Source: an optimization exercise on an open RTL-to-GDS flow (aim: small area, a short achievable clock period and few clock cycles). Production flows keep margins and buffers that such runs may drop.
At most, simulation tests tie the RTL to the original design; equivalence was not proved.

== before ==
// nlp16af
module nlp16af(
    input   logic           i_clk,
    input   logic           i_rst_n,
    output  logic           o_wr,
    output  logic           o_rd,
    input   logic   [15:0]  i_bus,
    output  logic   [15:0]  o_bus,
    output  logic   [15:0]  o_address
);
==> flow/config.mk <==
export PLATFORM = sky130hd
export DESIGN_NAME = nlp16af
export DESIGN_NICKNAME = nlp16af
export VERILOG_FILES = /design/flow/design.v
export SDC_FILE = /design/flow/constraint.sdc
export NUM_CORES = 8
export LEC_CHECK = 0
export CAP_MARGIN = 60
export CORE_MARGIN = 2
export CORE_UTILIZATION = 40
export SLEW_MARGIN = 60
export SYNTH_HIERARCHICAL = 1
==> flow/constraint.sdc <==
create_clock -name core_clock -period 12.0 [get_ports {i_clk}]
set_input_delay 2.4000 -clock core_clock [delete_from_list [all_inputs] [get_ports {i_clk}]]
set_output_delay 2.4000 -clock core_clock [all_outputs]
set_load 0.01 [all_outputs]
standard.sh (not shown) runs the stock make flow with config.mk's settings and CLKGATE_MAP_FILE= SYNTH_SCRIPT=/design/flow/synth_recipe.tcl, a recipe that flattens the netlist after the stock synthesis.
==> flow/flow/run.sh <==
#!/bin/bash
# Layout flow: the standard flow, with a faster buffer on each port.
set -o pipefail
export BUFFER_PORTS_ARGS="-buffer_cell sky130_fd_sc_hd__buf_4"
bash standard.sh > standard.log 2>&1
Setup changes, before to after
--- a/flow/design.v
+++ b/flow/design.v
@@ -137,20 +137,56 @@
     input   logic           i_dec,
     output  logic   [15:0]  o_s
 );
     logic [16:0] c;
     assign c[0] = 1'b1;
     always_comb begin
         for (int i = 0; i < 16; i++) c[i+1] = c[i] & (i_a[i] ^ i_dec);
     end
     assign o_s = i_a ^ c[15:0];
 endmodule
+module rport_p (
+    input   logic   [14:0]  i_sel,
+    input   logic   [15:0]  i_ir1,
+    input   logic   [7:0]   i_ir2,
+    input   logic   [15:0]  i_iv,
+    input   logic   [15:0]  i_ir3,
+    input   logic   [3:0]   i_flag,
+    input   logic   [15:0]  i_a, i_b, i_c, i_d, i_e, i_f,
+    input   logic   [15:0]  i_mem,
+    input   logic   [15:0]  i_adr,
+    input   logic   [15:0]  i_ip,
+    input   logic   [15:0]  i_sp,
+    output  logic   [15:0]  o_n0, o_n1, o_n2, o_n3
+);
+    assign o_n0 = ~(({16{i_sel[0]}}  & i_ir1)
+                  | ({16{i_sel[1]}}  & {8'h00, i_ir2})
+                  | ({16{i_sel[2]}}  & i_iv)
+                  | ({16{i_sel[3]}}  & i_ir3));
+    assign o_n1 = ~(({16{i_sel[4]}}  & {12'h000, i_flag})
+                  | ({16{i_sel[5]}}  & i_a)
+                  | ({16{i_sel[6]}}  & i_b)
+                  | ({16{i_sel[7]}}  & i_c));
+    assign o_n2 = ~(({16{i_sel[8]}}  & i_d)
+                  | ({16{i_sel[9]}}  & i_e)
+                  | ({16{i_sel[10]}} & i_f)
+                  | ({16{i_sel[11]}} & i_mem));
+    assign o_n3 = ~(({16{i_sel[12]}} & i_adr)
+                  | ({16{i_sel[13]}} & i_ip)
+                  | ({16{i_sel[14]}} & i_sp));
+endmodule
+module rport_f (
+    input   logic   [15:0]  i_n0, i_n1, i_n2, i_n3,
+    output  logic   [15:0]  o_data
+);
+    assign o_data = ~(i_n0 & i_n1 & i_n2 & i_n3);
+endmodule
 import common_pkg::*;
 module nlp16af(
     input   logic           i_clk,
     input   logic           i_rst_n,
     output  logic           o_wr,
     output  logic           o_rd,
     input   logic   [15:0]  i_bus,
     output  logic   [15:0]  o_bus,
     output  logic   [15:0]  o_address
 );
@@ -372,23 +408,26 @@
             sel_b <= nsel_b;
             rd_q  <= nrd;
             wr_q  <= nwr;
             wrc_q <= nwrc;
             asel  <= nasel;
         end
     end
     logic   [15:0]  a, b;
     regsel rsa (.i_f(nfa), .i_mem_ok(s_r0), .o_sel(nsel_a));
     regsel rsb (.i_f(nfb), .i_mem_ok(s_r0), .o_sel(nsel_b));
-    rport  rpa (.i_sel(sel_a), .i_ir1(ir1), .i_ir2(ir2), .i_iv(iv), .i_ir3(ir3), .i_flag({fc, fs, 1'b0, fz}),
+    logic   [15:0]  pa0, pa1, pa2, pa3, a_bus;
+    rport_p rpa (.i_sel(sel_a), .i_ir1(ir1), .i_ir2(ir2), .i_iv(iv), .i_ir3(ir3), .i_flag({fc, fs, 1'b0, fz}),
                 .i_a(r_a), .i_b(r_b), .i_c(r_c), .i_d(r_d), .i_e(r_e), .i_f(r_f),
-                .i_mem(mdr), .i_adr(adr), .i_ip(ip), .i_sp(sp), .o_data(a));
+                .i_mem(mdr), .i_adr(adr), .i_ip(ip), .i_sp(sp), .o_n0(pa0), .o_n1(pa1), .o_n2(pa2), .o_n3(pa3));
+    rport_f rfa (.i_n0(pa0), .i_n1(pa1), .i_n2(pa2), .i_n3(pa3), .o_data(a));
+    rport_f rfo (.i_n0(pa0), .i_n1(pa1), .i_n2(pa2), .i_n3(pa3), .o_data(a_bus));
     rport  rpb (.i_sel(sel_b), .i_ir1(ir1), .i_ir2(ir2), .i_iv(iv), .i_ir3(ir3), .i_flag({fc, fs, 1'b0, fz}),
                 .i_a(r_a), .i_b(r_b), .i_c(r_c), .i_d(r_d), .i_e(r_e), .i_f(r_f),
                 .i_mem(mdr), .i_adr(adr), .i_ip(ip), .i_sp(sp), .o_data(b));
     logic   [3:0]   t, nt;
     logic           bpos, bneg, cin, arith, subdec, lgc, left, right, rol, sar, ror;
     logic           nbpos, nbneg, ncin, narith, nsubdec, nlgc, nleft, nright, nrol, nsar, nror;
     always_comb begin
         nt = 4'b0000; nbpos = 0; nbneg = 0; ncin = 0; narith = 0; nsubdec = 0; nlgc = 0;
         nleft = 0; nright = 0; nrol = 0; nsar = 0; nror = 0;
         if (nxq) begin
@@ -421,21 +460,21 @@
         .i_a(a), .i_b(b), .i_t(t), .i_bpos(bpos), .i_bneg(bneg), .i_cin(cin), .i_arith(arith),
         .i_subdec(subdec), .i_logic(lgc), .i_left(left), .i_right(right), .i_rol(rol),
         .i_msb(sar), .i_ror(ror), .i_zero(rst),
         .o_res(res), .o_c(c_o), .o_s(s_o), .o_z(z_o)
     );
     logic   ld_mls, pop_ok;
     assign ld_mls = s_mls & e_ld & (e_ra1 != 4'hB);
     assign pop_ok = s_mpp & is_pop & cnd;
     assign o_rd   = rd_q;
     assign o_wr   = wr_q & (~wrc_q | cnd);
-    assign o_bus  = a;
+    assign o_bus  = a_bus;
     assign o_address = ({16{asel[0]}} & ip) | ({16{asel[1]}} & adr) | ({16{asel[2]}} & sp);
     logic           ldsel, bsel;
     logic   [15:0]  wd;
     assign ldsel = ld_mls | (pop_ok & ~ra1_mem);
     assign bsel  = (ldsel | s_f2 | s_f3) & ~rst;
     assign wd    = res | (i_bus & {16{bsel}});       
     logic   [3:0]   wdest;
     logic           wen;
     assign wdest = x_adr ? 4'hC : (s_mls ? e_ra1 : ra1);
     assign wen   = x_ra1 | x_adr | ldsel;
### Flow results
after was carried through to the last stage, and its layout satisfied the timing, design-rule and antenna checks.
after vs. before: synthesized area about even; core utilization fell 0.21 points; area growth from synthesis to layout fell 0.37 points; initial detailed-routing violation count rose 22%; data arrival at the endpoint of the critical path fell 0.03 ns.
Final worst setup slack (lower): before
Going from before to after, the final critical path time including I/O delays and setup was found to have gone down by 0.032 ns.
No run of this note included a check of the RTL's function; only the layout flow was run.


nlp16af, a different RTL version from the one above (not shown whole).
Size in the first run: ~210 flip-flops, about 52 I/O pins, ~17000 um^2 of cells after synthesis.
==> module ALU, before the edit <==
module ALU (
    input   logic   [5:0]   i_op,
    input   logic   [15:0]  i_a,
    input   logic   [15:0]  i_b,
    output  logic   [15:0]  o_res,
    output  logic           o_c,
    output  logic           o_s,
    output  logic           o_z
);
    logic op_add, op_sub, op_inc, op_dec, op_and, op_or, op_not, op_xor;
    logic op_shl, op_shr, op_sar, op_rol, op_ror, op_arith, op_logic;
    assign op_add = i_op == 6'h0A;
    assign op_sub = i_op == 6'h09;
    assign op_inc = i_op == 6'h1B;
    assign op_dec = i_op == 6'h18;
    assign op_and = i_op == 6'h06;
    assign op_or  = i_op == 6'h12;
    assign op_not = i_op == 6'h14;
    assign op_xor = i_op == 6'h16;
    assign op_shl = i_op == 6'h20 || i_op == 6'h24;
    assign op_shr = i_op == 6'h30;
    assign op_sar = i_op == 6'h34;
    assign op_rol = i_op == 6'h22;
    assign op_ror = i_op == 6'h32;
    assign op_arith = op_add | op_sub | op_inc | op_dec;
    assign op_logic = op_and | op_or | op_not | op_xor;
    logic [15:0] bx;
    logic [16:0] sum;
    logic        cin;
    assign bx  = ({16{op_add}} & i_b) | ({16{op_sub}} & ~i_b) | {16{op_dec}};
    assign cin = op_sub | op_inc;
    assign sum = {1'b0, i_a} + {1'b0, bx} + {16'b0, cin};
    logic [15:0] res;
    always_comb begin
        if (op_arith)      res = sum[15:0];
        else if (op_and)   res = i_a & i_b;
        else if (op_or)    res = i_a | i_b;
        else if (op_not)   res = ~i_a;
        else if (op_xor)   res = i_a ^ i_b;
        else if (op_shl)   res = {i_a[14:0], 1'b0};
        else if (op_shr)   res = {1'b0, i_a[15:1]};
        else if (op_sar)   res = {i_a[15], i_a[15:1]};
        else if (op_rol)   res = {i_a[14:0], i_a[15]};
        else if (op_ror)   res = {i_a[0], i_a[15:1]};
        else               res = i_a;
    end
    assign o_res = res;
    assign o_c   = op_logic | (op_arith & (sum[16] ^ (op_sub | op_dec)));
    assign o_s   = ~res[15];
    assign o_z   = o_c | (|res);
endmodule
Settings: LEC_CHECK=0, CAP_MARGIN=20, CORE_MARGIN=2, CORE_UTILIZATION=40, SLEW_MARGIN=20; clock period 12.0 ns.
run.sh (not shown) runs the stock make flow with config.mk's settings and CLKGATE_MAP_FILE= SYNTH_SCRIPT=/design/flow/synth_recipe.tcl, a recipe that flattens the netlist after the stock synthesis.
Stock flow here: none of the scripts above is used.
Testbench counts at the start, summed over its fixed seeds: cycles 81,650.
Next try:
--- a/flow/design.v
+++ b/flow/design.v
@@ -15,11 +15,11 @@
     output  logic           o_c,
     output  logic           o_s,
     output  logic           o_z
 );
     logic op_add, op_sub, op_inc, op_dec, op_and, op_or, op_not, op_xor;
-    logic op_shl, op_shr, op_sar, op_rol, op_ror, op_arith, op_logic;
+    logic op_shl, op_shr, op_sar, op_rol, op_ror, op_arith, op_logic, op_left, op_right;
     assign op_add = i_op == 6'h0A;
     assign op_sub = i_op == 6'h09;
     assign op_inc = i_op == 6'h1B;
     assign op_dec = i_op == 6'h18;
     assign op_and = i_op == 6'h06;
@@ -31,30 +31,34 @@
     assign op_sar = i_op == 6'h34;
     assign op_rol = i_op == 6'h22;
     assign op_ror = i_op == 6'h32;
     assign op_arith = op_add | op_sub | op_inc | op_dec;
     assign op_logic = op_and | op_or | op_not | op_xor;
-    logic [15:0] bx;
+    assign op_left  = op_shl | op_rol;
+    assign op_right = op_shr | op_sar | op_ror;
+    logic [3:0] t;
+    always_comb begin
+        t = 4'b1100;                                   
+        if (op_add | op_xor) t = 4'b0110;
+        if (op_sub)          t = 4'b1001;
+        if (op_dec | op_not) t = 4'b0011;
+        if (op_and)          t = 4'b1000;
+        if (op_or)           t = 4'b1110;
+        if (op_left | op_right) t = 4'b0000;
+    end
+    logic [15:0] bx, lu, sh, cy;
     logic [16:0] sum;
-    logic        cin;
     assign bx  = ({16{op_add}} & i_b) | ({16{op_sub}} & ~i_b) | {16{op_dec}};
-    assign cin = op_sub | op_inc;
-    assign sum = {1'b0, i_a} + {1'b0, bx} + {16'b0, cin};
+    assign sum = {1'b0, i_a} + {1'b0, bx} + {16'b0, op_sub | op_inc};
+    assign cy  = sum[15:0] ^ i_a ^ bx;
+    always_comb begin
+        for (int i = 0; i < 16; i++) lu[i] = t[{i_a[i], i_b[i]}];
+    end
+    assign sh = ({16{op_left}}  & {i_a[14:0], op_rol & i_a[15]})
+              | ({16{op_right}} & {(op_sar & i_a[15]) | (op_ror & i_a[0]), i_a[15:1]});
     logic [15:0] res;
-    always_comb begin
-        if (op_arith)      res = sum[15:0];
-        else if (op_and)   res = i_a & i_b;
-        else if (op_or)    res = i_a | i_b;
-        else if (op_not)   res = ~i_a;
-        else if (op_xor)   res = i_a ^ i_b;
-        else if (op_shl)   res = {i_a[14:0], 1'b0};
-        else if (op_shr)   res = {1'b0, i_a[15:1]};
-        else if (op_sar)   res = {i_a[15], i_a[15:1]};
-        else if (op_rol)   res = {i_a[14:0], i_a[15]};
-        else if (op_ror)   res = {i_a[0], i_a[15:1]};
-        else               res = i_a;
-    end
+    assign res = lu ^ ({16{op_arith}} & cy) | sh;
     assign o_res = res;
     assign o_c   = op_logic | (op_arith & (sum[16] ^ (op_sub | op_dec)));
     assign o_s   = ~res[15];
     assign o_z   = o_c | (|res);
 endmodule
What happened:
- The new run finished with timing, DRC and antenna clean
- cell count rises by 4.3%
- utilization grows by 0.52 points
- critical path depth is unchanged
- die area went up by about 2.1%
- routed wire length goes up by 9.1%
- setup slack is worse by 0.37 ns
- global-route usage went up by 3.1 points
Function not checked in the second run of this note: the RTL went through the layout flow alone.


the baseline:
nlp16af, a different RTL version from the one above (not shown whole).
For scale: about 1500 cells after synthesis, ~300 flip-flops, about 52 I/O pins, ~0.017 mm2 of cells after synthesis.
Design nlp16af, start of the top module:
module nlp16af(
    input   logic           i_clk,
    input   logic           i_rst_n,
    output  logic           o_wr,
    output  logic           o_rd,
    input   logic   [15:0]  i_bus,
    output  logic   [15:0]  o_bus,
    output  logic   [15:0]  o_address
);
    logic           rst;
    assign rst = ~i_rst_n;
    logic   [3:0]   state, nstate;
    logic           xq, nxq;             
    logic           nxt, nnxt;           
    logic           mv;                  
    logic           ejd;                 
    logic           cmx, ncmx;           
    logic   [3:0]   nfa, nfb;            
    logic   [14:0]  sel_a, sel_b;        
    logic   [14:0]  nsel_a, nsel_b;
    logic           rd_q, nrd;           
    logic           wr_q, nwr;           
    logic           nwrc;                
    logic   [6:0]   wcq, nwc;            
    logic   [2:0]   asel, nasel;         
    logic           s_f1, s_f2, s_f3, s_r0, s_xs, s_mls, s_mpp, s_cm, s_wr0;
    assign s_f1  = state == ST_F1;
    assign s_f2  = state == ST_F2;
    assign s_f3  = state == ST_F3;
    assign s_r0  = state == ST_R0;
    assign s_xs  = state == ST_XS;
    assign s_mls = state == ST_MLS;
    assign s_mpp = state == ST_MPP;
    assign s_cm  = state == ST_CM;
    assign s_wr0 = state == ST_WR0;
    logic   [15:0]  ir1;                 
    logic   [7:0]   ir2f;                
    logic   [7:0]   ir2;                 
    logic   [15:0]  ir3, iv, r_a, r_b, r_c, r_d, r_e, r_f, adr, ip, sp;
    logic           fc, fs, fz;          
    logic   [15:0]  mdr;                 
    logic   [3:0]   e_ra1;               
    logic           e_ld;                
    function automatic logic cond_ok(input logic [3:0] cf, input logic c, input logic s, input logic z);
        logic t;
        begin
            case (cf[3:1])
  ...
export LEC_CHECK = 0
export CAP_MARGIN = 60
export CORE_MARGIN = 2
export CORE_UTILIZATION = 40
export SLEW_MARGIN = 60
export SYNTH_HIERARCHICAL = 1
create_clock -name core_clock -period 12.0 [get_ports {i_clk}]
standard.sh (not shown) runs the stock make flow with config.mk's settings and CLKGATE_MAP_FILE= SYNTH_SCRIPT=/design/flow/synth_recipe.tcl, a recipe that flattens the netlist after the stock synthesis.
Scripts as last shown in full above: flow/flow/run.sh
Input changes introduced in the candidate (baseline for comparison: the baseline):
diff --git a/flow/design.v b/flow/design.v
--- a/flow/design.v
+++ b/flow/design.v
@@ -161,24 +161,22 @@
     output  logic   [15:0]  o_address
 );
     logic           rst;
     assign rst = ~i_rst_n;
     logic   [3:0]   state, nstate;
     logic           xq, nxq;             
     logic           nxt, nnxt;           
-    logic           mv;                  
     logic           ejd;                 
     logic           cmx, ncmx;           
     logic   [3:0]   nfa, nfb;            
     logic   [14:0]  sel_a, sel_b;        
     logic   [14:0]  nsel_a, nsel_b;
     logic           rd_q, nrd;           
     logic           wr_q, nwr;           
-    logic           nwrc;                
-    logic   [6:0]   wcq, nwc;            
+    logic           wrc_q, nwrc;         
     logic   [2:0]   asel, nasel;         
     logic           s_f1, s_f2, s_f3, s_r0, s_xs, s_mls, s_mpp, s_cm, s_wr0;
     assign s_f1  = state == ST_F1;
     assign s_f2  = state == ST_F2;
     assign s_f3  = state == ST_F3;
     assign s_r0  = state == ST_R0;
     assign s_xs  = state == ST_XS;
@@ -343,63 +341,45 @@
                 end else begin           
                     nrd = is_pop & ~ra1_mem;
                     nwr = is_push | ra1_mem;
                 end
             end
             default: ;
         endcase
-        begin
-            logic [3:0] cf;
-            cf  = s_f1 ? i_bus[7:4] : ir1[7:4];
-            nwc = 7'h0;
-            if (nwr & nwrc) begin
-                case (cf[3:1])
-                    3'd4:    nwc[0 + cf[0]] = 1'b1;
-                    3'd6:    nwc[2 + cf[0]] = 1'b1;
-                    3'd7:    nwc[4 + cf[0]] = 1'b1;
-                    default: nwc[6]         = cf[0];
-                endcase
-            end
-        end
         case (nstate)
             ST_F1, ST_F2, ST_F3:    nasel = A_IP;
             ST_MLS:                 nasel = A_ADR;
             ST_MPP, ST_CM:          nasel = A_SP;
             default:                nasel = A_0;
         endcase
     end
     always_ff @(posedge i_clk) begin
         if (rst) begin
             state <= ST_F1;
             xq    <= 1'b0;
-            nxt   <= 1'b0;
-            mv    <= 1'b0;
-            ejd   <= 1'b0;
-            cmx   <= 1'b0;
-            sel_a <= 15'h0;
-            sel_b <= 15'h0;
             rd_q  <= 1'b1;
             wr_q  <= 1'b0;
-            wcq   <= 7'h0;
+            wrc_q <= 1'b0;
             asel  <= A_IP;
         end else begin
             state <= nstate;
             xq    <= nxq;
-            nxt   <= nnxt;
-            mv    <= s_r0;
-            ejd   <= ej;
-            cmx   <= ncmx;
-            sel_a <= nsel_a;
-            sel_b <= nsel_b;
             rd_q  <= nrd;
-            wr_q  <= nwr & ~nwrc;
-            wcq   <= nwc;
+            wr_q  <= nwr;
+            wrc_q <= nwrc;
             asel  <= nasel;
         end
     end
+    always_ff @(posedge i_clk) begin
+        nxt   <= nnxt;
+        ejd   <= ej;
+        cmx   <= ncmx;
+        sel_a <= nsel_a;
+        sel_b <= nsel_b;
+    end
     logic   [15:0]  a, b;
     regsel rsa (.i_f(nfa), .i_mem_ok(s_r0), .o_sel(nsel_a));
     regsel rsb (.i_f(nfb), .i_mem_ok(s_r0), .o_sel(nsel_b));
     logic   [15:0]  pa0, pa1, pa2, pa3, a_bus;
     rport_p rpa (.i_sel(sel_a), .i_ir1(ir1), .i_ir2(ir2), .i_iv(iv), .i_ir3(ir3), .i_flag({fc, fs, 1'b0, fz}),
                 .i_a(r_a), .i_b(r_b), .i_c(r_c), .i_d(r_d), .i_e(r_e), .i_f(r_f),
                 .i_mem(mdr), .i_adr(adr), .i_ip(ip), .i_sp(sp), .o_n0(pa0), .o_n1(pa1), .o_n2(pa2), .o_n3(pa3));
@@ -432,32 +412,30 @@
                 6'h34: begin nright = 1; nsar = 1; end                                               
                 6'h32: begin nright = 1; nror = 1; end                                               
                 default: nt = ncmx ? 4'b1010 : 4'b1100;                                              
             endcase
         end
     end
     always_ff @(posedge i_clk) begin
-        if (rst) {t, bpos, bneg, cin, arith, subdec, lgc, left, right, rol, sar, ror} <= '0;
-        else     {t, bpos, bneg, cin, arith, subdec, lgc, left, right, rol, sar, ror} <=
-                 {nt, nbpos, nbneg, ncin, narith, nsubdec, nlgc, nleft, nright, nrol, nsar, nror};
+        {t, bpos, bneg, cin, arith, subdec, lgc, left, right, rol, sar, ror} <=
+            {nt, nbpos, nbneg, ncin, narith, nsubdec, nlgc, nleft, nright, nrol, nsar, nror};
     end
     logic   [15:0]  res;
     logic           c_o, s_o, z_o;
     ALU alu (
         .i_a(a), .i_b(b), .i_t(t), .i_bpos(bpos), .i_bneg(bneg), .i_cin(cin), .i_arith(arith),
         .i_subdec(subdec), .i_logic(lgc), .i_left(left), .i_right(right), .i_rol(rol),
         .i_msb(sar), .i_ror(ror), .i_zero(rst),
         .o_res(res), .o_c(c_o), .o_s(s_o), .o_z(z_o)
     );
     logic   ld_mls, pop_ok;
     assign ld_mls = s_mls & e_ld & (e_ra1 != 4'hB);
     assign pop_ok = s_mpp & is_pop & cnd;
     assign o_rd   = rd_q;
-    assign o_wr   = wr_q | (wcq[0] & fc) | (wcq[1] & ~fc) | (wcq[2] & fz) | (wcq[3] & ~fz)
-                  | (wcq[4] & fs) | (wcq[5] & ~fs) | wcq[6];
+    assign o_wr   = wr_q & (~wrc_q | cnd);
     assign o_bus  = a_bus;
     assign o_address = ({16{asel[0]}} & ip) | ({16{asel[1]}} & adr) | ({16{asel[2]}} & sp);
     logic           ldsel, bsel;
     logic   [15:0]  wd;
     assign ldsel = ld_mls | (pop_ok & ~ra1_mem);
     assign bsel  = (ldsel | s_f2 | s_f3) & ~rst;
     assign wd    = res | (i_bus & {16{bsel}});       
## What came out
The baseline → the candidate: count of clock-buffer cells in the layout fell by 12%; setup slack fell by 0.24 ns.
Core occupancy in the finished layout (the candidate over the baseline): increase, 0.63 points
Total global routing track utilization: lower on the baseline
Final cell area: the candidate below the baseline
The candidate ended up with a lower full die area than the baseline did.
Testbench counts of the candidate, summed over its fixed seeds: cycles 83,608.
The RTL of the baseline was laid out without a check of its function.

[static timing again, ports no longer ideal]
The results above use ideal ports. As a check the final layouts listed here were re-extracted and re-timed, cells and wires unchanged.
Step 1: set_driving_cell puts a clkbuf_16 on i_clk and a buf_2 on each other input, an assumption about the parent block.
Step 2, shift: input delay + t, output delay - t, t = (earliest + latest rising clock arrival at the registers) / 2. This alone moves slack from input paths to output paths.
Three values: ideal ports, drivers, drivers and shift; two values: the first two.
run	t (ns)	setup WS [ns]	hold WS [ns]
before	0.572	7.130 / 7.078 / 7.545	0.754 / 0.754 / 0.754
after	0.627	7.163 / 7.109 / 6.989	0.747 / 0.747 / 0.747
the first run of note 2	0.613	2.515 / 2.545 / 1.931	0.847 / 0.847 / 0.847
the second run of note 2	0.609	2.149 / 2.168 / 1.560	0.771 / 0.771 / 0.771
the baseline	0.619	7.314 / 7.258 / 7.526	0.720 / 0.720 / 0.720
the candidate	0.615	7.074 / 7.023 / 7.311	0.745 / 0.745 / 0.745
After both steps every run listed still meets setup and hold. The setup slack of the second run of note 2, which loses most, moves by +0.019 ns with the drivers and by -0.589 ns with both steps.
